Background: an optimization exercise with open tools, aiming at small area. Do not read the settings as production practice. Function was checked by simulation only, so behaviour that the tests miss may differ from the original.

==> flow/config.mk <==
export PLATFORM = sky130hd
export DESIGN_NAME = neural_compressor_top
export DESIGN_NICKNAME = neural_compressor_top
export VERILOG_FILES = /design/flow/design.v
export SDC_FILE = /design/flow/constraint.sdc
export NUM_CORES = 8
export LEC_CHECK = 0
export CAP_MARGIN = 0
export CORE_MARGIN = 2
export CORE_UTILIZATION = 80
export SLEW_MARGIN = 0
export SYNTH_HIERARCHICAL = 1
export SYNTH_MINIMUM_KEEP_SIZE = 0
==> flow/standard.sh <==
#!/bin/bash
# synth_recipe.tcl (not shown) runs the flow's synth.tcl, then flattens the netlist and writes it again
# the make line also repeats each setting of config.mk as NAME=value (left out here)
make -C /OpenROAD-flow-scripts/flow DESIGN_CONFIG=/design/flow/config.mk WORK_HOME=/design/flow/orfs CLKGATE_MAP_FILE= SYNTH_SCRIPT=/design/flow/synth_recipe.tcl "${@:-finish}"
==> flow/constraint.sdc <==
create_clock -name core_clock -period 120.0 [get_ports {clk}]
set_input_delay 24.0000 -clock core_clock [delete_from_list [all_inputs] [get_ports {clk}]]
set_output_delay 24.0000 -clock core_clock [all_outputs]
set_load 0.01 [all_outputs]
==> flow/design.v <==
package neural_compressor_pkg;
    parameter int DATA_WIDTH = 32;         
    typedef struct packed {
        logic [15:0] sample_count;
        logic [15:0] spike_count;
        logic [7:0]  compression_ratio;
        logic        overflow;
    } compress_stats_t;
endpackage
module full_adder
(
    input  logic a,
    input  logic b,
    input  logic ci,
    output logic s,
    output logic co
);
    assign s  = a ^ b ^ ci;
    assign co = (a & b) | (ci & (a ^ b));
endmodule
module majority
(
    input  logic a,
    input  logic b,
    input  logic c,
    output logic y
);
    assign y = (a & b) | (c & (a | b));
endmodule
module half_adder
(
    input  logic a,
    input  logic b,
    output logic s,
    output logic co
);
    assign s  = a ^ b;
    assign co = a & b;
endmodule
module counter_inc
(
    input  logic [15:0] q,
    input  logic        en,
    output logic [15:0] d
);
    logic [16:0] c;
    assign c[0] = en;
    for (genvar i = 0; i < 16; i++) begin : g_ha
        half_adder u_ha (.a(q[i]), .b(c[i]), .s(d[i]), .co(c[i+1]));
    end
endmodule
module packet_bit
(
    input  logic take,
    input  logic sel_y,
    input  logic sel_d,
    input  logic y,
    input  logic d,
    input  logic q,
    output logic n
);
    assign n = take ? ((sel_y & y) | (sel_d & d)) : q;
endmodule
import neural_compressor_pkg::*;
module neural_compressor_top
(
    input  logic        clk,
    input  logic        rst_n,
    input  logic [DATA_WIDTH-1:0]   s_axis_tdata,
    input  logic                    s_axis_tvalid,
    output logic                    s_axis_tready,
    input  logic                    s_axis_tlast,
    output logic [DATA_WIDTH-1:0]   m_axis_tdata,
    output logic [1:0]              m_axis_tuser,   
    output logic                    m_axis_tvalid,
    input  logic                    m_axis_tready,
    output logic                    m_axis_tlast,
    input  logic [DATA_WIDTH-1:0]   cfg_threshold,
    input  logic                    cfg_enable,
    output neural_compressor_pkg::compress_stats_t         stats,
    output logic [15:0]             spike_count
);
    wire [31:0] data_in = s_axis_tdata;
    wire        valid_in = s_axis_tvalid & cfg_enable;
    logic       valid_out;   
    logic       taken;       
    logic [3:0] cnt;
    logic       fresh;     
    logic [29:0] xr;       
    logic [12:0] hf;       
    logic [31:0] yr;       
    logic [31:0] s1, s2, s3, s4;  
    logic [31:0] dr;       
    logic        dz;       
    wire idle  = (cnt == 4'd0);
    wire outc  = (cnt == 4'd11);
    wire last  = outc & ~valid_out;
    wire shy   = (~idle & ~outc) | last;
    wire shs   = ((cnt >= 4'd4) & ~outc) | last;
    wire clrh  = idle | outc;
    wire c4    = (cnt == 4'd4);
    wire zh    = idle & fresh;
    assign s_axis_tready = idle;
    always_ff @(posedge clk or negedge rst_n) begin
        if (!rst_n) begin
            cnt       <= 4'd0;
            valid_out <= 1'b0;
            fresh     <= 1'b1;
        end else begin
            valid_out <= outc;
            if (last) fresh <= 1'b0;
            if (idle) begin
                if (valid_in) cnt <= 4'd1;
            end else if (outc) begin
                if (m_axis_tready) cnt <= 4'd0;
            end else begin
                cnt <= cnt + 4'd1;
            end
        end
    end
    wire [3:0] xs  = idle ? data_in[3:0] : xr[5:2];
    wire [1:0] hdx = idle ? 2'd0 : xr[1:0];
    wire [5:0] wx = {xs, hdx};
    wire [7:0] yg  = fresh ? 8'd0 : yr[7:0];
    wire [3:0] fs  = clrh ? yg[3:0] : yg[7:4];
    wire [3:0] hdf = idle ? 4'd0 : yg[3:0];
    wire [20:0] wf = {fs, hdf, hf & {13{~zh}}};
    logic cy1, cy2, cy3, cy4, cy5, cy7, cy8, cy9, cy10, cy12, cy14, cy15, cy17, cy18, cy19, cy20, cy22, cy23, cy25, cy26, cy27, cy29, cy30, cy31, cy33, cy34, cy35, cy36, cy38, cy39;
    wire [3:0] a1g = fresh ? 4'd0 : s1[3:0];
    wire [3:0] a2g = fresh ? 4'd0 : s2[3:0];
    wire [3:0] a3g = fresh ? 4'd0 : s3[3:0];
    wire [3:0] a4g = fresh ? 4'd0 : s4[3:0];
    wire [3:0] dg  = dz ? 4'd0 : dr[3:0];
    wire ci1 = cy1 & ~idle;
    wire [4:0] k1;
    wire [3:0] sm1;
    assign k1[0] = ci1;
    full_adder fa1_0 (.a(wx[2]), .b(wx[0]), .ci(k1[0]), .s(sm1[0]), .co(k1[1]));
    full_adder fa1_1 (.a(wx[3]), .b(wx[1]), .ci(k1[1]), .s(sm1[1]), .co(k1[2]));
    full_adder fa1_2 (.a(wx[4]), .b(wx[2]), .ci(k1[2]), .s(sm1[2]), .co(k1[3]));
    full_adder fa1_3 (.a(wx[5]), .b(wx[3]), .ci(k1[3]), .s(sm1[3]), .co(k1[4]));
    logic [12:0] hu;
    wire [16:0] wu = {sm1, hu[12:9] & {4{~idle}}, hu[8:0] & {9{~zh}}};
    wire ci2 = cy2 & ~idle;
    wire [4:0] k2;
    wire [3:0] sm2;
    assign k2[0] = ci2;
    full_adder fa2_0 (.a(wf[15]), .b(wf[13]), .ci(k2[0]), .s(sm2[0]), .co(k2[1]));
    full_adder fa2_1 (.a(wf[16]), .b(wf[14]), .ci(k2[1]), .s(sm2[1]), .co(k2[2]));
    full_adder fa2_2 (.a(wf[17]), .b(wf[15]), .ci(k2[2]), .s(sm2[2]), .co(k2[3]));
    full_adder fa2_3 (.a(wf[18]), .b(wf[16]), .ci(k2[3]), .s(sm2[3]), .co(k2[4]));
    logic [12:0] hv;
    wire [16:0] wv = {sm2, hv[12:9] & {4{~idle}}, hv[8:0] & {9{~zh}}};
    wire ci3 = cy3 & ~idle;
    wire [4:0] k3;
    wire [3:0] sm3;
    assign k3[0] = ci3;
    full_adder fa3_0 (.a(wu[13]), .b(wu[5]), .ci(k3[0]), .s(sm3[0]), .co(k3[1]));
    full_adder fa3_1 (.a(wu[14]), .b(wu[6]), .ci(k3[1]), .s(sm3[1]), .co(k3[2]));
    full_adder fa3_2 (.a(wu[15]), .b(wu[7]), .ci(k3[2]), .s(sm3[2]), .co(k3[3]));
    full_adder fa3_3 (.a(wu[16]), .b(wu[8]), .ci(k3[3]), .s(sm3[3]), .co(k3[4]));
    wire ci4 = cy4 & ~idle;
    wire [4:0] k4;
    wire [3:0] sm4;
    assign k4[0] = ci4;
    full_adder fa4_0 (.a(sm3[0]), .b(wu[9]), .ci(k4[0]), .s(sm4[0]), .co(k4[1]));
    full_adder fa4_1 (.a(sm3[1]), .b(wu[10]), .ci(k4[1]), .s(sm4[1]), .co(k4[2]));
    full_adder fa4_2 (.a(sm3[2]), .b(wu[11]), .ci(k4[2]), .s(sm4[2]), .co(k4[3]));
    full_adder fa4_3 (.a(sm3[3]), .b(wu[12]), .ci(k4[3]), .s(sm4[3]), .co(k4[4]));
    wire ci5 = cy5 & ~idle;
    wire [4:0] k5;
    wire [3:0] sm5;
    assign k5[0] = ci5;
    full_adder fa5_0 (.a(sm4[0]), .b(wu[7]), .ci(k5[0]), .s(sm5[0]), .co(k5[1]));
    full_adder fa5_1 (.a(sm4[1]), .b(wu[8]), .ci(k5[1]), .s(sm5[1]), .co(k5[2]));
    full_adder fa5_2 (.a(sm4[2]), .b(wu[9]), .ci(k5[2]), .s(sm5[2]), .co(k5[3]));
    full_adder fa5_3 (.a(sm4[3]), .b(wu[10]), .ci(k5[3]), .s(sm5[3]), .co(k5[4]));
    wire [3:0] n6 = ~sm5;
    wire ci7 = cy7 | idle;
    wire [4:0] k7;
    wire [3:0] sm7;
    assign k7[0] = ci7;
    full_adder fa7_0 (.a(n6[0]), .b(wu[3]), .ci(k7[0]), .s(sm7[0]), .co(k7[1]));
    full_adder fa7_1 (.a(n6[1]), .b(wu[4]), .ci(k7[1]), .s(sm7[1]), .co(k7[2]));
    full_adder fa7_2 (.a(n6[2]), .b(wu[5]), .ci(k7[2]), .s(sm7[2]), .co(k7[3]));
    full_adder fa7_3 (.a(n6[3]), .b(wu[6]), .ci(k7[3]), .s(sm7[3]), .co(k7[4]));
    wire ci8 = cy8 & ~idle;
    wire [4:0] k8;
    wire [3:0] sm8;
    assign k8[0] = ci8;
    full_adder fa8_0 (.a(wx[2]), .b(sm3[0]), .ci(k8[0]), .s(sm8[0]), .co(k8[1]));
    full_adder fa8_1 (.a(wx[3]), .b(sm3[1]), .ci(k8[1]), .s(sm8[1]), .co(k8[2]));
    full_adder fa8_2 (.a(wx[4]), .b(sm3[2]), .ci(k8[2]), .s(sm8[2]), .co(k8[3]));
    full_adder fa8_3 (.a(wx[5]), .b(sm3[3]), .ci(k8[3]), .s(sm8[3]), .co(k8[4]));
    wire ci9 = cy9 & ~idle;
    wire [4:0] k9;
    wire [3:0] sm9;
    assign k9[0] = ci9;
    full_adder fa9_0 (.a(sm8[0]), .b(wu[8]), .ci(k9[0]), .s(sm9[0]), .co(k9[1]));
    full_adder fa9_1 (.a(sm8[1]), .b(wu[9]), .ci(k9[1]), .s(sm9[1]), .co(k9[2]));
    full_adder fa9_2 (.a(sm8[2]), .b(wu[10]), .ci(k9[2]), .s(sm9[2]), .co(k9[3]));
    full_adder fa9_3 (.a(sm8[3]), .b(wu[11]), .ci(k9[3]), .s(sm9[3]), .co(k9[4]));
    wire ci10 = cy10 & ~idle;
    wire [4:0] k10;
    wire [3:0] sm10;
    assign k10[0] = ci10;
    full_adder fa10_0 (.a(sm9[0]), .b(wu[0]), .ci(k10[0]), .s(sm10[0]), .co(k10[1]));
    full_adder fa10_1 (.a(sm9[1]), .b(wu[1]), .ci(k10[1]), .s(sm10[1]), .co(k10[2]));
    full_adder fa10_2 (.a(sm9[2]), .b(wu[2]), .ci(k10[2]), .s(sm10[2]), .co(k10[3]));
    full_adder fa10_3 (.a(sm9[3]), .b(wu[3]), .ci(k10[3]), .s(sm10[3]), .co(k10[4]));
    wire [3:0] n11 = ~wv[13:10];
    wire ci12 = cy12 | idle;
    wire [4:0] k12;
    wire [3:0] sm12;
    assign k12[0] = ci12;
    full_adder fa12_0 (.a(n11[0]), .b(wv[3]), .ci(k12[0]), .s(sm12[0]), .co(k12[1]));
    full_adder fa12_1 (.a(n11[1]), .b(wv[4]), .ci(k12[1]), .s(sm12[1]), .co(k12[2]));
    full_adder fa12_2 (.a(n11[2]), .b(wv[5]), .ci(k12[2]), .s(sm12[2]), .co(k12[3]));
    full_adder fa12_3 (.a(n11[3]), .b(wv[6]), .ci(k12[3]), .s(sm12[3]), .co(k12[4]));
    wire [3:0] n13 = ~wv[11:8];
    wire ci14 = cy14 | idle;
    wire [4:0] k14;
    wire [3:0] sm14;
    assign k14[0] = ci14;
    full_adder fa14_0 (.a(n13[0]), .b(wf[17]), .ci(k14[0]), .s(sm14[0]), .co(k14[1]));
    full_adder fa14_1 (.a(n13[1]), .b(wf[18]), .ci(k14[1]), .s(sm14[1]), .co(k14[2]));
    full_adder fa14_2 (.a(n13[2]), .b(wf[19]), .ci(k14[2]), .s(sm14[2]), .co(k14[3]));
    full_adder fa14_3 (.a(n13[3]), .b(wf[20]), .ci(k14[3]), .s(sm14[3]), .co(k14[4]));
    wire ci15 = cy15 & ~idle;
    wire [4:0] k15;
    wire [3:0] sm15;
    assign k15[0] = ci15;
    full_adder fa15_0 (.a(wf[3]), .b(wv[0]), .ci(k15[0]), .s(sm15[0]), .co(k15[1]));
    full_adder fa15_1 (.a(wf[4]), .b(wv[1]), .ci(k15[1]), .s(sm15[1]), .co(k15[2]));
    full_adder fa15_2 (.a(wf[5]), .b(wv[2]), .ci(k15[2]), .s(sm15[2]), .co(k15[3]));
    full_adder fa15_3 (.a(wf[6]), .b(wv[3]), .ci(k15[3]), .s(sm15[3]), .co(k15[4]));
    wire [3:0] n16 = ~sm12;
    wire ci17 = cy17 & ~idle;
    wire [4:0] k17;
    wire [3:0] sm17;
    assign k17[0] = ci17;
    full_adder fa17_0 (.a(n16[0]), .b(wf[15]), .ci(k17[0]), .s(sm17[0]), .co(k17[1]));
    full_adder fa17_1 (.a(n16[1]), .b(wf[16]), .ci(k17[1]), .s(sm17[1]), .co(k17[2]));
    full_adder fa17_2 (.a(n16[2]), .b(wf[17]), .ci(k17[2]), .s(sm17[2]), .co(k17[3]));
    full_adder fa17_3 (.a(n16[3]), .b(wf[18]), .ci(k17[3]), .s(sm17[3]), .co(k17[4]));
    wire ci18 = cy18 & ~idle;
    wire [4:0] k18;
    wire [3:0] sm18;
    assign k18[0] = ci18;
    full_adder fa18_0 (.a(sm17[0]), .b(sm15[0]), .ci(k18[0]), .s(sm18[0]), .co(k18[1]));
    full_adder fa18_1 (.a(sm17[1]), .b(sm15[1]), .ci(k18[1]), .s(sm18[1]), .co(k18[2]));
    full_adder fa18_2 (.a(sm17[2]), .b(sm15[2]), .ci(k18[2]), .s(sm18[2]), .co(k18[3]));
    full_adder fa18_3 (.a(sm17[3]), .b(sm15[3]), .ci(k18[3]), .s(sm18[3]), .co(k18[4]));
    wire ci19 = cy19 & ~idle;
    wire [4:0] k19;
    wire [3:0] sm19;
    assign k19[0] = ci19;
    full_adder fa19_0 (.a(wf[16]), .b(wv[11]), .ci(k19[0]), .s(sm19[0]), .co(k19[1]));
    full_adder fa19_1 (.a(wf[17]), .b(wv[12]), .ci(k19[1]), .s(sm19[1]), .co(k19[2]));
    full_adder fa19_2 (.a(wf[18]), .b(wv[13]), .ci(k19[2]), .s(sm19[2]), .co(k19[3]));
    full_adder fa19_3 (.a(wf[19]), .b(wv[14]), .ci(k19[3]), .s(sm19[3]), .co(k19[4]));
    wire ci20 = cy20 & ~idle;
    wire [4:0] k20;
    wire [3:0] sm20;
    assign k20[0] = ci20;
    full_adder fa20_0 (.a(sm19[0]), .b(sm15[0]), .ci(k20[0]), .s(sm20[0]), .co(k20[1]));
    full_adder fa20_1 (.a(sm19[1]), .b(sm15[1]), .ci(k20[1]), .s(sm20[1]), .co(k20[2]));
    full_adder fa20_2 (.a(sm19[2]), .b(sm15[2]), .ci(k20[2]), .s(sm20[2]), .co(k20[3]));
    full_adder fa20_3 (.a(sm19[3]), .b(sm15[3]), .ci(k20[3]), .s(sm20[3]), .co(k20[4]));
    wire [3:0] n21 = ~sm20;
    wire ci22 = cy22 & ~idle;
    wire [4:0] k22;
    wire [3:0] sm22;
    assign k22[0] = ci22;
    full_adder fa22_0 (.a(n21[0]), .b(wf[6]), .ci(k22[0]), .s(sm22[0]), .co(k22[1]));
    full_adder fa22_1 (.a(n21[1]), .b(wf[7]), .ci(k22[1]), .s(sm22[1]), .co(k22[2]));
    full_adder fa22_2 (.a(n21[2]), .b(wf[8]), .ci(k22[2]), .s(sm22[2]), .co(k22[3]));
    full_adder fa22_3 (.a(n21[3]), .b(wf[9]), .ci(k22[3]), .s(sm22[3]), .co(k22[4]));
    wire ci23 = cy23 & ~idle;
    wire [4:0] k23;
    wire [3:0] sm23;
    assign k23[0] = ci23;
    full_adder fa23_0 (.a(sm14[0]), .b(sm12[0]), .ci(k23[0]), .s(sm23[0]), .co(k23[1]));
    full_adder fa23_1 (.a(sm14[1]), .b(sm12[1]), .ci(k23[1]), .s(sm23[1]), .co(k23[2]));
    full_adder fa23_2 (.a(sm14[2]), .b(sm12[2]), .ci(k23[2]), .s(sm23[2]), .co(k23[3]));
    full_adder fa23_3 (.a(sm14[3]), .b(sm12[3]), .ci(k23[3]), .s(sm23[3]), .co(k23[4]));
    wire [3:0] n24 = ~sm23;
    wire ci25 = cy25 & ~idle;
    wire [4:0] k25;
    wire [3:0] sm25;
    assign k25[0] = ci25;
    full_adder fa25_0 (.a(n24[0]), .b(wf[0]), .ci(k25[0]), .s(sm25[0]), .co(k25[1]));
    full_adder fa25_1 (.a(n24[1]), .b(wf[1]), .ci(k25[1]), .s(sm25[1]), .co(k25[2]));
    full_adder fa25_2 (.a(n24[2]), .b(wf[2]), .ci(k25[2]), .s(sm25[2]), .co(k25[3]));
    full_adder fa25_3 (.a(n24[3]), .b(wf[3]), .ci(k25[3]), .s(sm25[3]), .co(k25[4]));
    wire ci26 = cy26 & ~idle;
    wire [4:0] k26;
    wire [3:0] sm26;
    assign k26[0] = ci26;
    full_adder fa26_0 (.a(sm25[0]), .b(wv[13]), .ci(k26[0]), .s(sm26[0]), .co(k26[1]));
    full_adder fa26_1 (.a(sm25[1]), .b(wv[14]), .ci(k26[1]), .s(sm26[1]), .co(k26[2]));
    full_adder fa26_2 (.a(sm25[2]), .b(wv[15]), .ci(k26[2]), .s(sm26[2]), .co(k26[3]));
    full_adder fa26_3 (.a(sm25[3]), .b(wv[16]), .ci(k26[3]), .s(sm26[3]), .co(k26[4]));
    wire ci27 = cy27 & ~idle;
    wire [4:0] k27;
    wire [3:0] sm27;
    assign k27[0] = ci27;
    full_adder fa27_0 (.a(sm14[0]), .b(wf[3]), .ci(k27[0]), .s(sm27[0]), .co(k27[1]));
    full_adder fa27_1 (.a(sm14[1]), .b(wf[4]), .ci(k27[1]), .s(sm27[1]), .co(k27[2]));
    full_adder fa27_2 (.a(sm14[2]), .b(wf[5]), .ci(k27[2]), .s(sm27[2]), .co(k27[3]));
    full_adder fa27_3 (.a(sm14[3]), .b(wf[6]), .ci(k27[3]), .s(sm27[3]), .co(k27[4]));
    wire [3:0] n28 = ~sm27;
    wire ci29 = cy29 & ~idle;
    wire [4:0] k29;
    wire [3:0] sm29;
    assign k29[0] = ci29;
    full_adder fa29_0 (.a(n28[0]), .b(wf[13]), .ci(k29[0]), .s(sm29[0]), .co(k29[1]));
    full_adder fa29_1 (.a(n28[1]), .b(wf[14]), .ci(k29[1]), .s(sm29[1]), .co(k29[2]));
    full_adder fa29_2 (.a(n28[2]), .b(wf[15]), .ci(k29[2]), .s(sm29[2]), .co(k29[3]));
    full_adder fa29_3 (.a(n28[3]), .b(wf[16]), .ci(k29[3]), .s(sm29[3]), .co(k29[4]));
    wire ci30 = cy30 & ~c4;
    wire [4:0] k30;
    wire [3:0] sm30;
    assign k30[0] = ci30;
    full_adder fa30_0 (.a(a1g[0]), .b(sm7[0]), .ci(k30[0]), .s(sm30[0]), .co(k30[1]));
    full_adder fa30_1 (.a(a1g[1]), .b(sm7[1]), .ci(k30[1]), .s(sm30[1]), .co(k30[2]));
    full_adder fa30_2 (.a(a1g[2]), .b(sm7[2]), .ci(k30[2]), .s(sm30[2]), .co(k30[3]));
    full_adder fa30_3 (.a(a1g[3]), .b(sm7[3]), .ci(k30[3]), .s(sm30[3]), .co(k30[4]));
    wire ci31 = cy31 | c4;
    wire [4:0] k31;
    wire [3:0] sm31;
    assign k31[0] = ci31;
    full_adder fa31_0 (.a(a2g[0]), .b(sm18[0]), .ci(k31[0]), .s(sm31[0]), .co(k31[1]));
    full_adder fa31_1 (.a(a2g[1]), .b(sm18[1]), .ci(k31[1]), .s(sm31[1]), .co(k31[2]));
    full_adder fa31_2 (.a(a2g[2]), .b(sm18[2]), .ci(k31[2]), .s(sm31[2]), .co(k31[3]));
    full_adder fa31_3 (.a(a2g[3]), .b(sm18[3]), .ci(k31[3]), .s(sm31[3]), .co(k31[4]));
    wire [3:0] n32 = ~sm10;
    wire [3:0] g2m = sm22 & {4{cnt >= 4'd4}};
    wire ci33 = cy33 | idle;
    wire [4:0] k33;
    wire [3:0] sm33;
    assign k33[0] = ci33;
    full_adder fa33_0 (.a(n32[0]), .b(g2m[0]), .ci(k33[0]), .s(sm33[0]), .co(k33[1]));
    full_adder fa33_1 (.a(n32[1]), .b(g2m[1]), .ci(k33[1]), .s(sm33[1]), .co(k33[2]));
    full_adder fa33_2 (.a(n32[2]), .b(g2m[2]), .ci(k33[2]), .s(sm33[2]), .co(k33[3]));
    full_adder fa33_3 (.a(n32[3]), .b(g2m[3]), .ci(k33[3]), .s(sm33[3]), .co(k33[4]));
    wire ci34 = cy34 | c4;
    wire [4:0] k34;
    wire [3:0] sm34;
    assign k34[0] = ci34;
    full_adder fa34_0 (.a(a3g[0]), .b(sm33[0]), .ci(k34[0]), .s(sm34[0]), .co(k34[1]));
    full_adder fa34_1 (.a(a3g[1]), .b(sm33[1]), .ci(k34[1]), .s(sm34[1]), .co(k34[2]));
    full_adder fa34_2 (.a(a3g[2]), .b(sm33[2]), .ci(k34[2]), .s(sm34[2]), .co(k34[3]));
    full_adder fa34_3 (.a(a3g[3]), .b(sm33[3]), .ci(k34[3]), .s(sm34[3]), .co(k34[4]));
    wire ci35 = cy35 | c4;
    wire [4:0] k35;
    wire [3:0] sm35;
    assign k35[0] = ci35;
    full_adder fa35_0 (.a(a4g[0]), .b(sm26[0]), .ci(k35[0]), .s(sm35[0]), .co(k35[1]));
    full_adder fa35_1 (.a(a4g[1]), .b(sm26[1]), .ci(k35[1]), .s(sm35[1]), .co(k35[2]));
    full_adder fa35_2 (.a(a4g[2]), .b(sm26[2]), .ci(k35[2]), .s(sm35[2]), .co(k35[3]));
    full_adder fa35_3 (.a(a4g[3]), .b(sm26[3]), .ci(k35[3]), .s(sm35[3]), .co(k35[4]));
    wire ci36 = cy36 | c4;
    wire [4:0] k36;
    wire [3:0] sm36;
    assign k36[0] = ci36;
    full_adder fa36_0 (.a(sm7[0]), .b(sm29[0]), .ci(k36[0]), .s(sm36[0]), .co(k36[1]));
    full_adder fa36_1 (.a(sm7[1]), .b(sm29[1]), .ci(k36[1]), .s(sm36[1]), .co(k36[2]));
    full_adder fa36_2 (.a(sm7[2]), .b(sm29[2]), .ci(k36[2]), .s(sm36[2]), .co(k36[3]));
    full_adder fa36_3 (.a(sm7[3]), .b(sm29[3]), .ci(k36[3]), .s(sm36[3]), .co(k36[4]));
    wire [3:0] n37 = ~hf[4:1];
    wire ci38 = cy38 | c4;
    wire [4:0] k38;
    wire [3:0] sm38;
    assign k38[0] = ci38;
    full_adder fa38_0 (.a(dg[0]), .b(sm30[0]), .ci(k38[0]), .s(sm38[0]), .co(k38[1]));
    full_adder fa38_1 (.a(dg[1]), .b(sm30[1]), .ci(k38[1]), .s(sm38[1]), .co(k38[2]));
    full_adder fa38_2 (.a(dg[2]), .b(sm30[2]), .ci(k38[2]), .s(sm38[2]), .co(k38[3]));
    full_adder fa38_3 (.a(dg[3]), .b(sm30[3]), .ci(k38[3]), .s(sm38[3]), .co(k38[4]));
    wire ci39 = cy39 & ~c4;
    wire [4:0] k39;
    wire [3:0] sm39;
    assign k39[0] = ci39;
    full_adder fa39_0 (.a(sm38[0]), .b(n37[0]), .ci(k39[0]), .s(sm39[0]), .co(k39[1]));
    full_adder fa39_1 (.a(sm38[1]), .b(n37[1]), .ci(k39[1]), .s(sm39[1]), .co(k39[2]));
    full_adder fa39_2 (.a(sm38[2]), .b(n37[2]), .ci(k39[2]), .s(sm39[2]), .co(k39[3]));
    full_adder fa39_3 (.a(sm38[3]), .b(n37[3]), .ci(k39[3]), .s(sm39[3]), .co(k39[4]));
    always_ff @(posedge clk) begin
        xr <= idle ? data_in[31:2] : {{4{xr[29]}}, xr[29:4]};
        hf <= clrh ? 13'd0 : {yg[3:0], hf[12:4]};
        hu <= {sm1, clrh ? 9'd0 : hu[12:4]};
        hv <= {sm2, clrh ? 9'd0 : hv[12:4]};
        cy1 <= k1[4];
        cy2 <= k2[4];
        cy3 <= k3[4];
        cy4 <= k4[4];
        cy5 <= k5[4];
        cy7 <= k7[4];
        cy8 <= k8[4];
        cy9 <= k9[4];
        cy10 <= k10[4];
        cy12 <= k12[4];
        cy14 <= k14[4];
        cy15 <= k15[4];
        cy17 <= k17[4];
        cy18 <= k18[4];
        cy19 <= k19[4];
        cy20 <= k20[4];
        cy22 <= k22[4];
        cy23 <= k23[4];
        cy25 <= k25[4];
        cy26 <= k26[4];
        cy27 <= k27[4];
        cy29 <= k29[4];
        cy30 <= k30[4];
        cy31 <= k31[4];
        cy33 <= k33[4];
        cy34 <= k34[4];
        cy35 <= k35[4];
        cy36 <= k36[4];
        cy38 <= k38[4];
        cy39 <= k39[4];
        if (taken) dz <= 1'b1;
        else if (last) dz <= 1'b0;
        if (shy) yr <= {(cnt <= 4'd3) ? {4{yr[31]}} : sm30, yr[31:4]};
        if (shs) begin
            s1 <= {sm31, s1[31:4]};
            s2 <= {sm34, s2[31:4]};
            s3 <= {sm35, s3[31:4]};
            s4 <= {sm36, s4[31:4]};
            dr <= {sm39, dr[31:4]};
        end
    end
    logic [4:0] dcnt;
    logic       window_full;
    logic       spike_flag;
    logic       spike_detected;
    logic       detected_valid;
    wire dtake = valid_out & m_axis_tready;
    wire        neg = yr[31];
    logic [32:0] gcy;
    assign gcy[0] = 1'b0;
    for (genvar i = 0; i < 32; i++) begin : g_cmp
        majority u_maj (.a(yr[i]), .b(gcy[i]), .c(~(cfg_threshold[i] ^ neg)), .y(gcy[i+1]));
    end
    wire [32:0] cmp = {gcy[32] ^ neg, 32'd0};
    wire refractory = window_full & (dcnt[3:0] != 4'd0);
    wire detect = window_full & (dcnt[3:0] == 4'd0) & cmp[32];
    wire dinc = dtake & ~window_full;
    wire ddec = dtake & refractory;
    wire hit  = dtake & detect;
    wire [15:0] spike_count_inc;
    counter_inc u_inc_spikes (.q(spike_count), .en(hit), .d(spike_count_inc));
    always_ff @(posedge clk) begin
        spike_flag <= hit;
        if (dtake) spike_detected <= spike_flag;
    end
    always_ff @(posedge clk or negedge rst_n) begin
        if (!rst_n) begin
            dcnt <= '0;
            window_full <= '0;
            spike_count <= '0;
            detected_valid <= '0;
        end else begin
            detected_valid <= dtake | (detected_valid & valid_out & ~m_axis_tready);
            window_full <= window_full | (dinc & (dcnt == 5'd31));
            dcnt <= hit ? 5'd8 : dcnt + {{4{ddec}}, ddec | dinc};
            spike_count <= spike_count_inc;
        end
    end
    logic first_sample;
    logic [15:0] sample_cnt, spike_cnt;
    logic ratio_set;
    assign taken = detected_valid & m_axis_tready;
    wire [15:0] sample_cnt_inc, spike_cnt_inc;
    counter_inc u_inc_samples (.q(sample_cnt), .en(m_axis_tvalid), .d(sample_cnt_inc));
    counter_inc u_inc_spkpkts (.q(spike_cnt), .en(m_axis_tvalid & m_axis_tuser[1] & ~m_axis_tuser[0]), .d(spike_cnt_inc));
    wire raw = spike_detected | first_sample;
    wire sel_d = ~raw & ~dz;    
    logic [31:0] pk_next;
    for (genvar i = 0; i < 32; i++) begin : g_pk
        packet_bit u_pk (.take(taken), .sel_y(raw), .sel_d(sel_d), .y(yr[i]), .d(dr[i]),
                         .q(m_axis_tdata[i]), .n(pk_next[i]));
    end
    always_ff @(posedge clk or negedge rst_n) begin
        if (!rst_n) begin
            m_axis_tdata <= '0;
            m_axis_tuser <= '0;
            m_axis_tvalid <= '0;
            first_sample <= '1;
            sample_cnt <= '0;
            spike_cnt <= '0;
            ratio_set <= '0;
        end else begin
            m_axis_tvalid <= taken;
            m_axis_tdata <= pk_next;
            ratio_set <= 1'b1;
            sample_cnt <= sample_cnt_inc;
            spike_cnt <= spike_cnt_inc;
            if (taken) begin
                m_axis_tuser <= {raw, ~spike_detected & first_sample};
                first_sample <= 1'b0;
            end
        end
    end
    assign stats.sample_count = sample_cnt;
    assign stats.spike_count = spike_cnt;
    assign stats.compression_ratio = {1'b0, ratio_set, ratio_set, 2'b00, ratio_set, 2'b00};
    assign stats.overflow = 1'b0;
    logic tlast_pending;
    always_ff @(posedge clk or negedge rst_n) begin
        if (!rst_n) begin
            tlast_pending <= '0;
            m_axis_tlast <= '0;
        end else begin
            if (s_axis_tvalid && s_axis_tready && s_axis_tlast)
                tlast_pending <= '1;
            if (m_axis_tvalid && m_axis_tready && tlast_pending) begin
                m_axis_tlast <= '1;
                tlast_pending <= '0;
            end else begin
                m_axis_tlast <= '0;
            end
        end
    end
endmodule
==> flow/flow/run.sh <==
#!/bin/bash
# Layout flow: the standard ORFS flow (standard.sh: standard synthesis,
# floorplan, placement, CTS, routing), with two changes:
#  - the I/O port buffers are the smallest buffer cell;
#  - the clock tree uses large leaf clusters of clkbuf_16 (clkbuf_8 and a
#    clkbuf_4 root above them) and no dummy loads.
# ORFS keeps each step's full log under orfs/logs/; make's own output, and the
# final DEF export's, goes to make_flow.log here.
set -euo pipefail
export BUFFER_PORTS_ARGS="-buffer_cell sky130_fd_sc_hd__buf_1"
export CTS_ARGS="-sink_clustering_enable -repair_clock_nets -buf_list sky130_fd_sc_hd__clkbuf_16 -root_buf sky130_fd_sc_hd__clkbuf_4 -tree_buf sky130_fd_sc_hd__clkbuf_8 -sink_clustering_size 28 -sink_clustering_max_diameter 90 -dont_use_dummy_load"
bash standard.sh > make_flow.log 2>&1
==> results of run 1 <==
[per-module statistics from Yosys, one instance, submodules excluded, a selection]
module	cells	flops+latches	cell area, sq um	copies in the design
neural_compressor_top	806	394	12700	1
full_adder	1	0	20.0	120
packet_bit	3	0	16.3	32
half_adder	1	0	12.5	48
majority	1	0	11.3	32
[stage by stage]
| stage | setup slack, ns | instances |
|---|---|---|
| 6_report | 82.86 | 1528 |
| 5_1_grt | 82.54 | 1528 |
| 4_1_cts | 82.89 | 1527 |
| 3_5_place_dp | 82.26 | 1509 |
| 3_3_place_gp | 82.43 | 1509 |
| 2_1_floorplan | 82.97 | 1108 |
[final cells by class]
class / instances / share of cell area
flip-flops and latches: 394 / 0.580
well taps: 270 / 0.0190
repair buffers: 165 / 0.0367
clock buffers: 18 / 0.0223
multi-input cells: 641 / 0.334
inverters: 39 / 0.00829
diodes: 1 / 0.000140
[worst paths after layout]
check                              startpoint                   endpoint  slack, ns  cells after the start
setup / recovery             cfg_threshold[0]  spike_count[15]$_DFF_PN0_      82.86                     52
hold / removal             spike_flag$_DFF_P_   spike_detected$_DFFE_PP_       0.41                      0
setup reg to reg             yr[31]$_DFFE_PP_  spike_count[15]$_DFF_PN0_     105.34                     51
hold reg to reg            spike_flag$_DFF_P_   spike_detected$_DFFE_PP_       0.41                      0
max in group asynchronous               rst_n    sample_cnt[3]$_DFF_PN0_      95.47                      2
min in group asynchronous               rst_n    sample_cnt[6]$_DFF_PN0_      23.29                      1
[kinds of logic after synthesis]
| kind of cell | Yosys count | synth area share |
|---|---|---|
| other cells | 2 | 0.000453 |
| simple gates | 295 | 0.0885 |
| buf+inv | 73 | 0.0210 |
| fa+ha+maj | 207 | 0.209 |
| mux | 8 | 0.00528 |
| compound gates | 86 | 0.0332 |
| xor+xnor | 37 | 0.0196 |
| flops | 394 | 0.623 |
[state kept, by name, indices dropped and copies added (netlist names), 30 cells and up]
register / cells
dr: 32
m_axis_tdata: 32
s1: 32
s2: 32
s3: 32
s4: 32
xr: 30
yr: 32
[layout by cell type (no fill, tap or decap), types with 4 or more instances in the layout]
master and n:
maj3_2 32, nand2_1 109, mux2i_1 5, nor3b_1 4, and2_1 33, nor2_1 52
and3_1 7, nor2b_1 64, clkbuf_16 15, ha_1 54, o21ai_0 5, dfrtp_1 98
edfxtp_1 194, inv_1 36, clkbuf_4 4, buf_4 8, xnor2_1 34, a21oi_1 36
a22oi_1 33, dfxtp_1 100, fa_1 121, conb_1 8, buf_1 156, nand2b_1 13
[layer usage]
layer | track usage | vias up | wire length (microns)
li1 | - | 3989 | -
met4 | 0.113 | 0 | 1350
met1 | 0.425 | 4711 | 12600
met3 | 0.0540 | 95 | 2290
met5 | 0 | - | 0
met2 | 0.571 | 424 | 17700
[worst max-delay path: cells and delay by family]
kind          cells  cell delay, ns
buf+inv           1            0.09
xor+xnor          2            0.43
simple gates      1            0.15
fa+ha+maj        48           13.08
==> summary.txt, run 1 <==
Global routing
  – Global-route wire length before repair: 53200 microns
  – Largest net degree at the start of global routing: 94
  – Grt ovf: 0
  – Overall routing resource usage: 0.326
  – Initial antenna violation count: 2
  – Vias in the first global route: 9725

STA
  – RSZ-0062 raised after global routing: false
  – F_max: ~27 MHz
  – Min cycle time layout: 37.14 ns
  – Final setup violation count: 0
  – Hold_ws: 0.410 ns
  – Fin. max-slew vios: 0
  – Final worst-path cycle share: 0.310
  – Post-route setup TNS: 0 ns
  – Clock skew: just under 0.07 ns
  – Slew margin rel.: 0.200
  – Measured slew at the worst slew-check pin: roughly 1.2 ns
  – Hold Fails Final Rpt: 0

Floorplanning
  – Initial core utilization: 0.817
  – Die width: about 150 microns
  – Num ports: between 150 and 200
  – CORE AREA: 0.0203 sq mm
  – Die H: 148 microns
  – Die area: ~0.022 sq mm
  – Core Rows: 52

Setup path
  – Crit start category: primary input
  – Crit end category: flip-flop
  – Worst setup path class: in -> reg
  – Critical Path RT: about 120 ns
  – Slowest CP cell: maj3_2
  – Crit path largest cell delay: about 0.34 ns
  – Most frequent CP cell: maj3_2
  – CP Max Fanout: 6
  – Crit path DAT: about 38 ns

Yosys
  – Yosys cell types: 48
  – Top cells by area, synth: edfxtp_1 35%, dfrtp_1 15%, fa_1 15%
  – Syn_area_per_cell: around 15 sq um
  – Yosys top cell area share: 0.351
  – Yosys top cell by area: edfxtp_1
  – Sequential area share after synthesis: 0.623
  – Area of the mapped netlist: between 0.015 and 0.02 sq mm
  – Yosys warnings: 7
  – Syn Inst Count: 1102
  – Synthesis-stage register bit count: 394
  – Ys async rst share: 0.254
  – Post-synth EDFFs: ~190
  – Top-count cell post-synth: edfxtp_1
  – Top post-synthesis cells by count: 194 x edfxtp_1, 121 x fa_1, 109 x nand2_1
  – Most used DFF post-synth: edfxtp_1

Cells and area
  – Area delta synth->final: 7.47%
  – Multi-input gate area: 0.00594 sq mm
  – Post-layout util: 0.878
  – Storage element area: roughly 0.010 sq mm
  – Nets: roughly 1500
  – Share of cells above drive strength 1: 0.0621
  – Final instance area: between 0.015 and 0.02 sq mm
  – # fillers: between 800 and 900

Clocking
  – Worst skew pair latency: roughly 0.74 ns
  – Post-CTS Resized: 0
  – CTS H-tree depth: 1
  – Root buf cell: clkbuf_4
  – CTS Sinks: 394
  – CTS Buffer Depth: 3
  – CTS tree: built
  – Clock slew at the register clock pins of the worst setup and hold paths: roughly 0.11 ns
  – Postcts setup bufs: 0
  – Post-CTS Hold Fix Bufs: 0
  – CTS Buf Count: 18

Route
  – Total vias in the final route: 9219
  – DR vias/cell: a little over 6
  – DRT iter0 DRCs: just under 900
  – Post-DRT Antenna Nets: 0
  – Drc violations: 0
  – Drt total wl: roughly 34000 microns
  – Drt pass-1 iters: 5
  – Wire per inst: 22.3 microns

Placed design
  – IO Port Bufs: 157
  – Post-DP HPWL: 23100 microns
  – Final GP Congestion: between 0.9 and 1
  – Post-place instance area: 0.0174 sq mm

Flow run
  – Max Cap Viol: 0

Worst hold path
  – Tightest Hold Check Type: reg -> reg

Outcome
  – Status: complete, no violations
==> inputs of run 2 (changes only) <==
--- a/flow/design.v
+++ b/flow/design.v
@@ -99,7 +99,7 @@
     wire shs   = ((cnt >= 4'd4) & ~outc) | last;
     wire clrh  = idle | outc;
     wire c4    = (cnt == 4'd4);
-    wire zh    = idle & fresh;
+    wire [4:0] kle = {cnt <= 4'd4, cnt <= 4'd3, cnt <= 4'd2, cnt <= 4'd1, idle};
     assign s_axis_tready = idle;
     always_ff @(posedge clk or negedge rst_n) begin
         if (!rst_n) begin
@@ -124,7 +124,7 @@
     wire [7:0] yg  = fresh ? 8'd0 : yr[7:0];
     wire [3:0] fs  = clrh ? yg[3:0] : yg[7:4];
     wire [3:0] hdf = idle ? 4'd0 : yg[3:0];
-    wire [20:0] wf = {fs, hdf, hf & {13{~zh}}};
+    wire [20:0] wf = {fs, hdf, (hf[12] & ~kle[1]), (hf[11] & ~kle[1]), (hf[10] & ~kle[1]), (hf[9] & ~kle[1]), (hf[8] & ~kle[2]), (hf[7] & ~kle[2]), (hf[6] & ~kle[2]), (hf[5] & ~kle[2]), (hf[4] & ~kle[3]), (hf[3] & ~kle[3]), (hf[2] & ~kle[3]), (hf[1] & ~kle[3]), (hf[0] & ~kle[4])};
     logic cy1, cy2, cy3, cy4, cy5, cy7, cy8, cy9, cy10, cy12, cy14, cy15, cy17, cy18, cy19, cy20, cy22, cy23, cy25, cy26, cy27, cy29, cy30, cy31, cy33, cy34, cy35, cy36, cy38, cy39;
     wire [3:0] a1g = fresh ? 4'd0 : s1[3:0];
     wire [3:0] a2g = fresh ? 4'd0 : s2[3:0];
@@ -140,7 +140,7 @@
     full_adder fa1_2 (.a(wx[4]), .b(wx[2]), .ci(k1[2]), .s(sm1[2]), .co(k1[3]));
     full_adder fa1_3 (.a(wx[5]), .b(wx[3]), .ci(k1[3]), .s(sm1[3]), .co(k1[4]));
     logic [12:0] hu;
-    wire [16:0] wu = {sm1, hu[12:9] & {4{~idle}}, hu[8:0] & {9{~zh}}};
+    wire [16:0] wu = {sm1, (hu[12] & ~kle[0]), (hu[11] & ~kle[0]), (hu[10] & ~kle[0]), (hu[9] & ~kle[0]), (hu[8] & ~kle[1]), (hu[7] & ~kle[1]), (hu[6] & ~kle[1]), (hu[5] & ~kle[1]), (hu[4] & ~kle[2]), (hu[3] & ~kle[2]), (hu[2] & ~kle[2]), (hu[1] & ~kle[2]), (hu[0] & ~kle[3])};
     wire ci2 = cy2 & ~idle;
     wire [4:0] k2;
     wire [3:0] sm2;
@@ -150,7 +150,7 @@
     full_adder fa2_2 (.a(wf[17]), .b(wf[15]), .ci(k2[2]), .s(sm2[2]), .co(k2[3]));
     full_adder fa2_3 (.a(wf[18]), .b(wf[16]), .ci(k2[3]), .s(sm2[3]), .co(k2[4]));
     logic [12:0] hv;
-    wire [16:0] wv = {sm2, hv[12:9] & {4{~idle}}, hv[8:0] & {9{~zh}}};
+    wire [16:0] wv = {sm2, (hv[12] & ~kle[0]), (hv[11] & ~kle[0]), (hv[10] & ~kle[0]), (hv[9] & ~kle[0]), (hv[8] & ~kle[1]), (hv[7] & ~kle[1]), (hv[6] & ~kle[1]), (hv[5] & ~kle[1]), (hv[4] & ~kle[2]), (hv[3] & ~kle[2]), (hv[2] & ~kle[2]), (hv[1] & ~kle[2]), (hv[0] & ~kle[3])};
     wire ci3 = cy3 & ~idle;
     wire [4:0] k3;
     wire [3:0] sm3;
@@ -387,9 +387,9 @@
     full_adder fa39_3 (.a(sm38[3]), .b(n37[3]), .ci(k39[3]), .s(sm39[3]), .co(k39[4]));
     always_ff @(posedge clk) begin
         xr <= idle ? data_in[31:2] : {{4{xr[29]}}, xr[29:4]};
-        hf <= clrh ? 13'd0 : {yg[3:0], hf[12:4]};
-        hu <= {sm1, clrh ? 9'd0 : hu[12:4]};
-        hv <= {sm2, clrh ? 9'd0 : hv[12:4]};
+        hf <= {yg[3:0], hf[12:4]};
+        hu <= {sm1, hu[12:4]};
+        hv <= {sm2, hv[12:4]};
         cy1 <= k1[4];
         cy2 <= k2[4];
         cy3 <= k3[4];
--- a/flow/flow/run.sh
+++ b/flow/flow/run.sh
@@ -9,4 +9,5 @@
 set -euo pipefail
 export BUFFER_PORTS_ARGS="-buffer_cell sky130_fd_sc_hd__buf_1"
 export CTS_ARGS="-sink_clustering_enable -repair_clock_nets -buf_list sky130_fd_sc_hd__clkbuf_16 -root_buf sky130_fd_sc_hd__clkbuf_4 -tree_buf sky130_fd_sc_hd__clkbuf_8 -sink_clustering_size 28 -sink_clustering_max_diameter 90 -dont_use_dummy_load"
+export CTS_ARGS="-sink_clustering_enable -repair_clock_nets -buf_list sky130_fd_sc_hd__clkbuf_8 -root_buf sky130_fd_sc_hd__clkbuf_4 -tree_buf sky130_fd_sc_hd__clkbuf_4 -sink_clustering_size 16 -sink_clustering_max_diameter 60 -dont_use_dummy_load"
 bash standard.sh > make_flow.log 2>&1
==> summary.txt, run 2 <==
Yosys
  – Syn Inst Count: 1074 (-2.5%)
  – Post-synth EDFFs: 194 (unchanged)
  – Top-count cell post-synth: edfxtp_1
  – Top cells by area, synth: edfxtp_1 36%, dfrtp_1 15%, fa_1 15%
  – Synthesis-stage register bit count: 394 (unchanged)
  – Syn_area_per_cell: 15.3 sq um (+1.6%)
  – Ys async rst share: 0.254 (unchanged)
  – Sequential area share after synthesis: 0.630 (+0.00632)
  – Yosys cell types: 45 (-6.3%)
  – Yosys top cell area share: 0.355 (+0.00356)
  – Area of the mapped netlist: 0.0164 sq mm (-1.0%)
  – Yosys warnings: 7 (unchanged)
  – Yosys top cell by area: edfxtp_1
  – Top post-synthesis cells by count: 194 x edfxtp_1, 121 x fa_1, 109 x nand2_1
  – Most used DFF post-synth: edfxtp_1

Setup path
  – R2R Setup Slk: 105.10 ns (-0.24 ns)
  – Worst R2R End: spike_count[15]$_DFF_PN0_
  – CP Max Fanout: 6 (unchanged)
  – Worst setup path class: in -> reg
  – Crit end category: flip-flop
  – R2R cell count: 51 (unchanged)
  – Most frequent CP cell: maj3_2
  – Crit path largest cell delay: 0.34 ns (about the same)
  – Critical path's top delay family: adder cells
  – Crit start category: primary input
  – CP Depth: 52 (unchanged)
  – Worst Path Buf+Inv: 1 (unchanged)
  – Crit path DAT: 38.13 ns (+0.35 ns)
  – Critical Path RT: 120.63 ns (about the same)
  – RR Startpoint: yr[31]$_DFFE_PP_
  – Slowest CP cell: xnor2_1

Route
  – Drt total wl: 35500 microns (+4.6%)
  – Drt pass-1 iters: 7 (+2)
  – Wire per inst: 23.4 microns (+5.3%)
  – DR vias/cell: 6.08 (+0.79%)
  – DR top layer: met4
  – DRT iter0 DRCs: 772 (-11%)
  – Total vias in the final route: 9225 (+0.065%)
  – Drc violations: 0 (unchanged)
  – Post-DRT Antenna Nets: 0 (unchanged)
  – Met2 wire length: 18600 microns (+4.9%)
  – M1 wire length: 12600 microns (-0.21%)
  – Met3 wire len: 2820 microns (+23%)

Clocking
  – Post-CTS Hold Fix Bufs: 0 (unchanged)
  – Post-CTS Resized: 0 (unchanged)
  – Worst skew pair latency: 0.76 ns (+0.02 ns)
  – Clock slew at the register clock pins of the worst setup and hold paths: 0.10 ns (about the same)
  – CTS Buf Count: 28 (+10)
  – CTS tree: built
  – CTS H-tree depth: 1 (unchanged)
  – Root buf cell: clkbuf_4
  – CTS Sinks: 394 (unchanged)
  – CTS Buffer Depth: 3 (unchanged)
  – Postcts setup bufs: 0 (unchanged)

Floorplanning
  – Die width: 147 microns (-0.49%)
  – Die area: 0.0217 sq mm (-0.98%)
  – Core Rows: 52 (unchanged)
  – Die H: 147 microns (-0.49%)
  – CORE AREA: 0.0202 sq mm (-0.64%)
  – Initial core utilization: 0.814 (-0.00298)
  – Num ports: 164 (unchanged)

STA
  – Post-route setup TNS: 0 ns (unchanged)
  – Final worst-path cycle share: 0.312 (+0.00296)
  – Measured slew at the worst slew-check pin: 1.10 ns (-0.100 ns)
  – Final worst slack: 82.50 ns (-0.355 ns)
  – Min cycle time layout: 37.50 ns (+0.355 ns)
  – Hold Fails Final Rpt: 0 (unchanged)
  – F_max: 26.7 MHz (-0.95%)
  – Clock skew: 0.0209 ns (-0.0486 ns)
  – Slew margin rel.: 0.267 (+0.0669)
  – RSZ-0062 raised after global routing: false
  – Fin. max-slew vios: 0 (unchanged)
  – Final setup violation count: 0 (unchanged)

Worst hold path
  – Worst hold path depth: 0 (unchanged)
  – Hold_sp: hv[7]$_DFF_P_
  – WHS Endpoint: hv[3]$_DFF_P_
  – Tightest Hold Check Type: reg -> reg

Global routing
  – Largest net degree at the start of global routing: 69 (-27%)
  – Vias in the first global route: 9900 (+1.8%)
  – Global-route wire length before repair: 54900 microns (+3.2%)
  – Grt ovf: 0 (unchanged)
  – Overall routing resource usage: 0.340 (+0.0134)
  – Initial antenna violation count: 1 (-1)

Cells and area
  – Post-route insts no fill: 1517 (-0.72%)
  – Share of cells above drive strength 1: 0.0770 (+0.0150)
  – # fillers: 885 (+2.7%)
  – Most frequent cells in the layout: 194 x edfxtp_1, 156 x buf_1, 121 x fa_1, 109 x nand2_1, 100 x dfxtp_1
  – Final instance area: 0.0177 sq mm (-0.86%)
  – Nets: 1495 (-0.60%)
  – Post-layout util: 0.876 (-0.00191)
  – Storage element area: 0.0103 sq mm (unchanged)
  – Area delta synth->final: 7.63%
  – Most common cell after layout, fill and taps aside: edfxtp_1
  – Multi-input gate area: 0.00581 sq mm (-2.3%)

Placed design
  – Post-place instance area: 0.0173 sq mm (-0.70%)
  – DP Cell Count: 1488 (-1.4%)
  – Final GP Congestion: 0.907 (-5.1%)
  – IO Port Bufs: 157 (unchanged)
  – Dpl ws: 82.10 ns (-0.155 ns)
  – Post-DP HPWL: 24500 microns (+6.0%)

Flow run
  – Max Cap Viol: 0 (unchanged)

Outcome
  – Status: complete, no violations
==> run 2: stage by stage <==
step	hold WS, ns
after floorplan	0.310
after global placement	0.311
after detailed placement	0.314
after CTS	0.328
after global routing	0.346
final	0.338
==> run 2: layout make-up <==
type | count | share of cell area
antenna | 1 | 0.000142
clock buffer | 28 | 0.0208
inverter | 39 | 0.00829
multi-input combinational | 618 | 0.329
sequential | 394 | 0.585
tap | 270 | 0.0191
timing repair buffer | 167 | 0.0378
==> run 2: cells by family (layout without fill, tap and decap cells) <==
kind of cell               Yosys count  in the layout  share of synthesized area
and+or+nand+nor                    268            268                     0.0800
muxes                                8              8                    0.00511
AOI/OAI and AO/OA                   88             88                     0.0339
other                                2              9                   0.000458
DFF                                394            394                      0.630
adders and majority gates          209            209                      0.212
xor gates and xnor gates            37             37                     0.0197
buffers and inverters               68            234                     0.0188
==> run 2: worst reg2reg max path: cells and delay by family, from the launching register on <==
kind / cells / cell delay [ns]
xor+xnor: 2 / 0.53
fa+ha+maj: 47 / 13.19
buf+inv: 1 / 0.54
flops: 1 / 0.44
simple gates: 1 / 0.09
==> run 2: Yosys stat by module, one instance, submodules excluded, excerpt <==
module / cells inside / copies in the design / flops+latches / area [sq um]
neural_compressor_top: 778 / 1 / 394 / 12500
majority: 1 / 32 / 0 / 11.3
half_adder: 1 / 48 / 0 / 12.5
packet_bit: 3 / 32 / 0 / 16.3
full_adder: 1 / 120 / 0 / 20.0
==> run 2: how the worst max path moves through the flow <==
stage | endpoint | slack (ns) | startpoint
detailed placement | spike_count[15]$_DFF_PN0_ | 82.10 | cfg_threshold[0]
global placement | spike_count[15]$_DFF_PN0_ | 82.44 | cfg_threshold[0]
global route | spike_count[15]$_DFF_PN0_ | 82.33 | cfg_threshold[0]
floorplan | spike_count[15]$_DFF_PN0_ | 82.93 | cfg_threshold[0]
CTS | spike_count[15]$_DFF_PN0_ | 82.58 | cfg_threshold[0]
finish | spike_count[15]$_DFF_PN0_ | 82.50 | cfg_threshold[0]
==> run 2: layer usage <==
| metal | vias up | track usage |
|---|---|---|
| met5 | - | 0 |
| met4 | 0 | 0.136 |
| met3 | 124 | 0.0630 |
| met2 | 507 | 0.584 |
| met1 | 4658 | 0.439 |
| li1 | 3936 | - |
==> inputs of run 3 (changes only) <==
--- a/flow/flow/run.sh
+++ b/flow/flow/run.sh
@@ -9,5 +9,5 @@
 set -euo pipefail
 export BUFFER_PORTS_ARGS="-buffer_cell sky130_fd_sc_hd__buf_1"
 export CTS_ARGS="-sink_clustering_enable -repair_clock_nets -buf_list sky130_fd_sc_hd__clkbuf_16 -root_buf sky130_fd_sc_hd__clkbuf_4 -tree_buf sky130_fd_sc_hd__clkbuf_8 -sink_clustering_size 28 -sink_clustering_max_diameter 90 -dont_use_dummy_load"
-export CTS_ARGS="-sink_clustering_enable -repair_clock_nets -buf_list sky130_fd_sc_hd__clkbuf_8 -root_buf sky130_fd_sc_hd__clkbuf_4 -tree_buf sky130_fd_sc_hd__clkbuf_4 -sink_clustering_size 16 -sink_clustering_max_diameter 60 -dont_use_dummy_load"
+export CTS_ARGS="-sink_clustering_enable -repair_clock_nets -buf_list sky130_fd_sc_hd__clkbuf_16 -root_buf sky130_fd_sc_hd__clkbuf_4 -tree_buf sky130_fd_sc_hd__clkbuf_4 -sink_clustering_size 28 -sink_clustering_max_diameter 90 -dont_use_dummy_load"
 bash standard.sh > make_flow.log 2>&1
==> summary.txt, run 3 <==
Outcome
  – Status: complete, no violations

Route
  – Post-DRT Antenna Nets: 0 (unchanged)
  – Drc violations: 0 (unchanged)
  – Wire per inst: 25.0 microns (+6.6%)
  – DRT iter0 DRCs: 994 (+29%)
  – Drt total wl: 37600 microns (+5.8%)
  – DR vias/cell: 6.23 (+2.5%)
  – Total vias in the final route: 9391 (+1.8%)
  – Drt pass-1 iters: 6 (-1)

Clocking
  – Clock slew at the register clock pins of the worst setup and hold paths: 0.11 ns (about the same)
  – Post-CTS Hold Fix Bufs: 0 (unchanged)
  – CTS Sinks: 394 (unchanged)
  – CTS H-tree depth: 1 (unchanged)
  – Root buf cell: clkbuf_4
  – CTS Buf Count: 18 (-36%)
  – Post-CTS Resized: 0 (unchanged)
  – CTS Buffer Depth: 3 (unchanged)
  – Postcts setup bufs: 0 (unchanged)
  – CTS tree: built
  – Worst skew pair latency: 0.75 ns (about the same)

Yosys
  – Top post-synthesis cells by count: 194 x edfxtp_1, 121 x fa_1, 109 x nand2_1
  – Top cells by area, synth: edfxtp_1 36%, dfrtp_1 15%, fa_1 15%
  – Area of the mapped netlist: 0.0164 sq mm (unchanged)
  – Most used DFF post-synth: edfxtp_1
  – Syn_area_per_cell: 15.3 sq um (unchanged)
  – Ys async rst share: 0.254 (unchanged)
  – Top-count cell post-synth: edfxtp_1
  – Yosys top cell area share: 0.355 (unchanged)
  – Post-synth EDFFs: 194 (unchanged)
  – Sequential area share after synthesis: 0.630 (unchanged)
  – Syn Inst Count: 1074 (unchanged)
  – Yosys cell types: 45 (unchanged)
  – Yosys top cell by area: edfxtp_1
  – Yosys warnings: 7 (unchanged)
  – Synthesis-stage register bit count: 394 (unchanged)

Setup path
  – Most frequent CP cell: maj3_2
  – Slowest CP cell: maj3_2
  – Worst setup path class: in -> reg
  – Crit start category: primary input
  – Crit path largest cell delay: 0.34 ns (about the same)
  – Critical Path RT: 120.63 ns (about the same)
  – CP Max Fanout: 6 (unchanged)
  – Crit path DAT: 38.12 ns (about the same)
  – Crit end category: flip-flop

STA
  – Fin. max-slew vios: 0 (unchanged)
  – Slew margin rel.: 0.224 (-0.0431)
  – Clock skew: 0.115 ns (+0.0945 ns)
  – Measured slew at the worst slew-check pin: 1.16 ns (+0.0646 ns)
  – Min cycle time layout: 37.50 ns (-0.00320 ns)
  – RSZ-0062 raised after global routing: false
  – Hold Fails Final Rpt: 0 (unchanged)
  – Post-route setup TNS: 0 ns (unchanged)
  – Final worst-path cycle share: 0.312 (about the same)
  – Final setup violation count: 0 (unchanged)
  – F_max: 26.7 MHz (about the same)

Global routing
  – Vias in the first global route: 10000 (+1.4%)
  – Largest net degree at the start of global routing: 69 (unchanged)
  – Met1 Resource Use GR: 0.451 (+0.0120)
  – Met2 Track Usage GR: 0.623 (+0.0395)
  – Overall routing resource usage: 0.362 (+0.0218)
  – Global routing usage on met3: 0.0745 (+0.0115)
  – Most Used Layer, Global Route: met2
  – Grt ovf: 0 (unchanged)
  – Global-route wire length before repair: 57400 microns (+4.5%)
  – Initial antenna violation count: 3 (+2)

Cells and area
  – Nets: 1485 (-0.67%)
  – Most common cell after layout, fill and taps aside: edfxtp_1
  – Share of cells above drive strength 1: 0.0696 (-0.00747)
  – Area delta synth->final: 7.82%
  – Post-layout util: 0.877 (+0.00155)
  – Most frequent cells in the layout: 194 x edfxtp_1, 156 x buf_1, 121 x fa_1, 109 x nand2_1, 100 x dfxtp_1

Placed design
  – IO Port Bufs: 157 (unchanged)
  – Final GP Congestion: 0.907 (unchanged)
  – Post-DP HPWL: 24500 microns (unchanged)

Floorplanning
  – Initial core utilization: 0.814 (unchanged)
  – Num ports: 164 (unchanged)
  – Core Rows: 52 (unchanged)
  – Die area: 0.0217 sq mm (unchanged)
  – Die width: 147 microns (unchanged)
  – Die H: 147 microns (unchanged)
  – CORE AREA: 0.0202 sq mm (unchanged)

Worst hold path
  – Tightest Hold Check Type: reg -> reg

Flow run
  – Max Cap Viol: 0 (unchanged)
-- run 3: layout make-up --
cell class | instances | area [sq um]
tap | 270 | 338
multi-input combinational | 618 | 5810
antenna | 1 | 2.50
fill | 825 | 2480
clock buffer | 18 | 398
sequential | 394 | 10300
inverter | 39 | 146
timing repair buffer | 167 | 668
-- run 3: critical path: cells and delay by family --
family / cells / cell delay [ns]
buffers and inverters: 1 / 0.08
adders and majority gates: 48 / 13.53
and+or+nand+nor: 1 / 0.09
xor gates and xnor gates: 2 / 0.45
-- run 3: Yosys stat by module, one instance, submodules excluded, excerpt --
module	cells	flops+latches	copies in the design	cell area, sq um
half_adder	1	0	48	12.5
majority	1	0	32	11.3
neural_compressor_top	778	394	1	12500
packet_bit	3	0	32	16.3
full_adder	1	0	120	20.0
-- run 3: through the flow --
step | worst slack [ns] | instance area, sq um | cells | hold WS (ns)
2_1_floorplan | 82.93 | 16400 | 1080 | 0.310
3_3_place_gp | 82.44 | 17300 | 1488 | 0.311
3_5_place_dp | 82.10 | 17300 | 1488 | 0.314
4_1_cts | 82.56 | 17700 | 1506 | 0.340
5_1_grt | 82.28 | 17700 | 1507 | 0.336
6_report | 82.50 | 17700 | 1507 | 0.328
-- run 3: layer usage --
layer / up-vias / wire (microns)
li1: 3917 / -
met1: 4778 / 12700
met2: 554 / 19800
met3: 138 / 3170
met4: 4 / 1880
met5: - / 27
-- run 3: logic make-up after synthesis --
kind of cell	after synthesis	share of synthesized area
xor gates and xnor gates	37	0.0197
DFF	394	0.630
and+or+nand+nor	268	0.0800
buffers and inverters	68	0.0188
AOI/OAI and AO/OA	88	0.0339
adders and majority gates	209	0.212
muxes	8	0.00511
other	2	0.000458
-- run 3: worst paths after layout --
check                                 start  cells after the start                   endpoint  slack (ns)
min                           hf[7]$_DFF_P_                      0              hf[3]$_DFF_P_        0.33
max in group asynchronous             rst_n                      2          dcnt[4]$_DFF_PN0_       95.53
max                        cfg_threshold[0]                     52  spike_count[15]$_DFF_PN0_       82.50
max reg2reg                yr[31]$_DFFE_PP_                     51  spike_count[15]$_DFF_PN0_      105.07
min in group asynchronous             rst_n                      1    spike_cnt[10]$_DFF_PN0_       23.28
min reg2reg                   hf[7]$_DFF_P_                      0              hf[3]$_DFF_P_        0.33
==> inputs of run 4 (changes only) <==
--- a/flow/flow/run.sh
+++ b/flow/flow/run.sh
@@ -9,5 +9,5 @@
 set -euo pipefail
 export BUFFER_PORTS_ARGS="-buffer_cell sky130_fd_sc_hd__buf_1"
 export CTS_ARGS="-sink_clustering_enable -repair_clock_nets -buf_list sky130_fd_sc_hd__clkbuf_16 -root_buf sky130_fd_sc_hd__clkbuf_4 -tree_buf sky130_fd_sc_hd__clkbuf_8 -sink_clustering_size 28 -sink_clustering_max_diameter 90 -dont_use_dummy_load"
-export CTS_ARGS="-sink_clustering_enable -repair_clock_nets -buf_list sky130_fd_sc_hd__clkbuf_16 -root_buf sky130_fd_sc_hd__clkbuf_4 -tree_buf sky130_fd_sc_hd__clkbuf_4 -sink_clustering_size 28 -sink_clustering_max_diameter 90 -dont_use_dummy_load"
+export CTS_ARGS="-sink_clustering_enable -repair_clock_nets -buf_list sky130_fd_sc_hd__clkbuf_16 -root_buf sky130_fd_sc_hd__clkbuf_4 -tree_buf sky130_fd_sc_hd__clkbuf_8 -sink_clustering_size 32 -sink_clustering_max_diameter 70 -dont_use_dummy_load"
 bash standard.sh > make_flow.log 2>&1
==> summary.txt, run 4 <==
Clocking
  – Post-CTS Resized: 0 (unchanged)
  – Post-CTS Hold Fix Bufs: 0 (unchanged)
  – CTS Buffer Depth: 3 (unchanged)
  – Worst skew pair latency: 0.74 ns (about the same)

Setup path
  – Crit end category: flip-flop
  – Crit path DAT: 38.01 ns (-0.11 ns)
  – Crit start category: primary input
  – Crit path largest cell delay: 0.35 ns (about the same)

STA
  – Clock skew: 0.0536 ns (-0.0618 ns)
  – Final setup violation count: 0 (unchanged)
  – Hold_ws: 0.335 ns (+0.00695 ns)
  – Fin. max-slew vios: 0 (unchanged)
  – F_max: 26.7 MHz (+0.23%)
  – Hold Fails Final Rpt: 0 (unchanged)

Outcome
  – Status: complete, no violations

Cells and area
  – # fillers: 863 (+4.6%)
  – Post-layout util: 0.876 (-0.00124)
  – Nets: 1484 (-0.067%)
  – Most common cell after layout, fill and taps aside: edfxtp_1
  – Area delta synth->final: 7.67%
  – Final instance area: 0.0177 sq mm (-0.14%)

Floorplanning
  – Die width: 147 microns (unchanged)
  – Initial core utilization: 0.814 (unchanged)

Yosys
  – Top post-synthesis cells by count: 194 x edfxtp_1, 121 x fa_1, 109 x nand2_1
  – Syn_area_per_cell: 15.3 sq um (unchanged)
  – Top-count cell post-synth: edfxtp_1
  – Yosys warnings: 7 (unchanged)
  – Post-synth EDFFs: 194 (unchanged)
  – Synthesis-stage register bit count: 394 (unchanged)
  – Top cells by area, synth: edfxtp_1 36%, dfrtp_1 15%, fa_1 15%

Route
  – DRT iter0 DRCs: 804 (-19%)
  – Drt total wl: 37000 microns (-1.7%)
  – Drc violations: 0 (unchanged)
  – Total vias in the final route: 9418 (+0.29%)

Global routing
  – Largest net degree at the start of global routing: 69 (unchanged)
  – Initial antenna violation count: 1 (-2)
  – Vias in the first global route: 10000 (-0.37%)
  – Global-route wire length before repair: 57000 microns (-0.60%)

Flow run
  – Max Cap Viol: 0 (unchanged)

Placed design
  – Final GP Congestion: 0.907 (unchanged)
  – IO Port Bufs: 157 (unchanged)

Worst hold path
  – Tightest Hold Check Type: reg -> reg
run 4: cell counts after synthesis:
Identical to the previous run, type by type.
run 4: metal layers:
| metal | global-route usage | wire [microns] | vias up |
|---|---|---|---|
| met5 | 0 | 0 | - |
| met4 | 0.151 | 1980 | 0 |
| met3 | 0.0776 | 3220 | 142 |
| met2 | 0.615 | 19300 | 600 |
| met1 | 0.442 | 12500 | 4758 |
| li1 | - | - | 3918 |
run 4: cell type report:
cell class / instances / area [sq um] / share of cell area
multi-input cells: 618 / 5810 / 0.329
repair buffers: 167 / 668 / 0.0378
inverters: 39 / 146 / 0.00829
flip-flops and latches: 394 / 10300 / 0.585
clock buffers: 17 / 373 / 0.0211
well taps: 270 / 338 / 0.0191
diodes: 1 / 2.50 / 0.000142
run 4: critical path: cells and delay by family:
kind | cells | cell delay [ns]
AND/OR/NAND/NOR | 1 | 0.09
adder cells (fa/ha/maj) | 48 | 13.36
XOR/XNOR | 2 | 0.45
buffers and inverters | 1 | 0.08
run 4: cells by family (layout without fill, tap and decap cells):
family                   after synthesis  after routing  synth area share
multiplexers                           8              8           0.00511
XOR/XNOR                              37             37            0.0197
buffers and inverters                 68            223            0.0188
adder cells (fa/ha/maj)              209            209             0.212
AO/OA/AOI/OAI                         88             88            0.0339
AND/OR/NAND/NOR                      268            268            0.0800
flip-flops                           394            394             0.630
other                                  2              9          0.000458
run 4: stage by stage:
step,instances,setup WS (ns)
6_report,1506,82.59
5_1_grt,1506,82.36
4_1_cts,1505,82.68
3_5_place_dp,1488,82.10
3_3_place_gp,1488,82.44
2_1_floorplan,1080,82.93
run 4: modules after synthesis (local to each module, per instance), a selection:
module,flip-flops and latches,cells inside,cell area [sq um]
neural_compressor_top,394,778,12500
packet_bit,0,3,16.3
full_adder,0,1,20.0
majority,0,1,11.3
half_adder,0,1,12.5
run 4: path summary, 6_finish.rpt:
kind / to / slack, ns / from / depth (start not counted)
max reg2reg: spike_count[15]$_DFF_PN0_ / 105.16 / yr[31]$_DFFE_PP_ / 51
min reg2reg: hu[0]$_DFF_P_ / 0.33 / hu[4]$_DFF_P_ / 0
max: spike_count[15]$_DFF_PN0_ / 82.59 / cfg_threshold[0] / 52
min: hu[0]$_DFF_P_ / 0.33 / hu[4]$_DFF_P_ / 0
min in group asynchronous: m_axis_tdata[7]$_DFF_PN0_ / 23.30 / rst_n / 1
max in group asynchronous: spike_count[5]$_DFF_PN0_ / 95.48 / rst_n / 2

==> port drivers added, routing unchanged <==
In the flow no input, the clock included, has a driving cell. The finished layouts below were timed again as built, in two steps.
Step 1 (the two cells are an assumption about what drives the block):
set clk [get_ports {clk}]
set_driving_cell -lib_cell sky130_fd_sc_hd__clkbuf_16 $clk
set_driving_cell -lib_cell sky130_fd_sc_hd__buf_2 [delete_from_list [all_inputs] $clk]
Step 2 moves the port delays by t, midway between the first and last clock arrival at a register: inputs arrive t later, outputs are due t later. That takes back most of the time a late clock gives input paths.
a / b / c = ideal / step 1 / step 2; a / b = the first two.
run | t, ns | setup slack, ns | worst hold slack (ns) | worst register clock-pin slew, ns | worst slew at a driven data input, ns
run 1 | 0.752 | 82.856 / 82.877 / 82.126 | 0.410 / 0.410 / 0.410 | 0.11 / 0.11 | 0.05
run 2 | 0.798 | 82.502 / 82.528 / 81.730 | 0.338 / 0.338 / 0.338 | 0.11 / 0.11 | 0.07
run 3 | 0.739 | 82.505 / 82.528 / 81.789 | 0.328 / 0.328 / 0.328 | 0.11 / 0.11 | 0.08
run 4 | 0.760 | 82.590 / 82.612 / 81.852 | 0.335 / 0.335 / 0.335 | 0.12 / 0.12 | 0.07
After both steps setup and hold are still met in every run listed. The setup slack of run 2, which loses most, moves by +0.026 ns with the drivers and by -0.772 ns with both steps.
